From an optimization exercise on the open Yosys and OpenROAD flow, aimed at small area and a short achievable clock period; shortcuts taken in it are not production practice.
Power and IR drop assume default switching activity.

== rev 12 ==
## alu_reg
module alu_reg
( input         clk,
  input  [2:0]  Op_code,
  input  [31:0] A, B,
  output [31:0] Y
);
export LEC_CHECK = 0
export CAP_MARGIN = 20
export CORE_MARGIN = 2
export CORE_UTILIZATION = 60
export SETUP_SLACK_MARGIN = 2.8
export SLEW_MARGIN = 20
export SYNTH_HIERARCHICAL = 1
create_clock -name core_clock -period 4.5 [get_ports {clk}]
standard.sh (not shown) runs the stock make flow with config.mk's settings and CLKGATE_MAP_FILE= SYNTH_SCRIPT=/design/flow/synth_recipe.tcl, a recipe that flattens the netlist after the stock synthesis.
==> flow/flow/run.sh <==
#!/bin/bash
# Own flow: the standard layout (standard.sh) with these changes:
#  - ports are buffered with the smallest buffer (buffer_ports -buffer_cell),
#  - before floorplanning every combinational cell is set to drive strength 1
#    (flow/downsize.tcl), so the timing repair starts from the smallest cells,
#  - clock tree synthesis adds no dummy loads.
# The make output goes to standard_make.log; ORFS keeps each step's log under
# orfs/logs/.
set -euo pipefail
here=$(pwd)
bash standard.sh \
  "BUFFER_PORTS_ARGS=-buffer_cell sky130_fd_sc_hd__buf_1" \
  "PRE_FLOORPLAN_TCL=$here/flow/downsize.tcl" \
  "CTS_ARGS=-sink_clustering_enable -repair_clock_nets -dont_use_dummy_load" \
  finish > standard_make.log 2>&1
==> flow/flow/downsize.tcl <==
# Start sizing from the smallest drive: swap every combinational cell that
# synthesis mapped to a larger drive strength for the _1 cell of the same
# function (same pins); the timing repair later sizes up what it needs.
# Flip-flops keep their cells.
set db [ord::get_db]
set block [ord::get_db_block]
set swapped 0
foreach inst [$block getInsts] {
  set m [$inst getMaster]
  set name [$m getName]
  if {![regexp {^(sky130_fd_sc_hd__([a-z0-9]+))_([0-9]+)$} $name -> base kind drive]} { continue }
  if {[string match "df*" $kind] || [string match "conb" $kind] || $drive == 1} { continue }
  set small [$db findMaster ${base}_1]
  if {$small eq "NULL" || $small eq ""} { continue }
  if {[$inst swapMaster $small]} { incr swapped }
}
puts "downsize: swapped $swapped cells to drive 1"
diff inputs: rev 12 => rev 13
- CORE_UTILIZATION now 40, was 60
Notes after the runs:
Diff rev 12 -> rev 13: routed wire length now smaller; number of filler instances in the final layout rose by about 150%.
Power (rev 13 vs. rev 12) decreases by a few percent
Rev 13 vs rev 12 — hold slack dropped 0.0072 ns.
On routed wirelength normalized by instance count, the lower figure sits with rev 13, not rev 12.
Compared with rev 12, rev 13 instantiates a larger number of cells.
Rev 13 ends up with a net load switching power that is 5.3% lower than in rev 12.
Diff rev 12 -> rev 13: worst setup slack saw an increase, area of the die rose 47%, total setup buffers inserted after CTS increased 7, number of tap cells inserted climbed 52.
No functional check of the RTL was part of any run of this note.

alu_reg, a different RTL version from the one above (not shown whole).
Size in the first run: ~520 cells after synthesis, ~100 I/O pins, ~4100 sq um of cells after synthesis.
==> flow/config.mk <==
export PLATFORM = sky130hd
export DESIGN_NAME = alu_reg
export DESIGN_NICKNAME = alu_reg
export VERILOG_FILES = /design/flow/design.v
export SDC_FILE = /design/flow/constraint.sdc
export NUM_CORES = 8
export LEC_CHECK = 0
export ABC_AREA = 1
export CAP_MARGIN = 20
export CORE_MARGIN = 2
export CORE_UTILIZATION = 40
export SETUP_SLACK_MARGIN = 2.7
export SLEW_MARGIN = 20
==> flow/constraint.sdc <==
create_clock -name core_clock -period 4.5 [get_ports {clk}]
set_input_delay 0.9000 -clock core_clock [delete_from_list [all_inputs] [get_ports {clk}]]
set_output_delay 0.9000 -clock core_clock [all_outputs]
set_load 0.01 [all_outputs]
run.sh (not shown) runs the stock make flow with config.mk's settings and CLKGATE_MAP_FILE= SYNTH_SCRIPT=/design/flow/synth_recipe.tcl, a recipe that flattens the netlist after the stock synthesis.
Stock flow here: none of the scripts above is used.
The baseline passed the timing, design-rule and antenna checks.
Then changed:
Settings changed: ABC_AREA 1 to default, ABC_CLOCK_PERIOD_IN_PS from default to 1500, SETUP_SLACK_MARGIN 2.7 to 2.9.
- global-route usage increases by 0.22 points
- cell count decreases by 11%
- clock skew is about the same
- utilization increases by 1.2 points
Then changed:
Settings changed: ABC_CLOCK_PERIOD_IN_PS 1500 to default, SETUP_SLACK_MARGIN 2.9 to default.
Wire length goes down by 18%.
Final cell count decreases by 7.0%.
Clock-buffer cell count goes up by 1.
Global-route usage fell by 3.6 points.
Flip-flop and latch count stays the same.
Hold slack gets worse by 0.017 ns.
Then changed:
Settings changed: SETUP_SLACK_MARGIN from default to 2.0.
After rerunning: The new run finished clean. Via count came out higher by 4.1%. Power came out higher by 4.4%. Worst setup slack improves by 0.65 ns. Routed wire length came out higher by 9.8%. Register-to-register slack improves by 0.04 ns. Combinational power came out higher by about 7.5%. Design area came out higher by 6.7%. Clock power came out higher by about 8%. Count of clock-buffer cells in the layout came out higher by 2. Die area stays the same.
No run of this note included a check of the RTL's function; only the layout flow was run.

## what the ideal ports hide
The flow's constraints put no driver on any port. The routed layouts listed below were extracted and timed again, unchanged, in two steps.
Step 1 (the two cells are an assumption about what drives the block):
set clk [get_ports {clk}]
set_driving_cell -lib_cell sky130_fd_sc_hd__clkbuf_16 $clk
set_driving_cell -lib_cell sky130_fd_sc_hd__buf_2 [delete_from_list [all_inputs] $clk]
Step 2, shift: input delay + t, output delay - t, t = (earliest + latest rising clock arrival at the registers) / 2. This alone moves slack from input paths to output paths.
Three values: no drivers, after step 1, after step 2; two values: the first two.
| run | t (ns) | setup slack, ns | clock arrival spread, ns |
|---|---|---|---|
| rev 12 | 0.362 | 2.343 / 2.325 / 1.962 | 0.016 / 0.015 |
| rev 13 | 0.362 | 2.457 / 2.430 / 2.068 | 0.021 / 0.022 |
| the first run of note 2 | 0.372 | 2.223 / 2.181 / 1.809 | 0.008 / 0.008 |
| the second run of note 2 | 0.376 | 2.083 / 2.078 / 1.702 | 0.007 / 0.006 |
| the third run of note 2 | 0.375 | 1.381 / 1.394 / 1.019 | 0.009 / 0.010 |
| the fourth run of note 2 | 0.395 | 2.035 / 2.049 / 1.655 | 0.007 / 0.007 |
After both steps setup and hold are still met in every run listed. For the first run of note 2, which loses most, drivers alone change the setup slack by -0.042 ns; drivers and shift together by -0.414 ns.
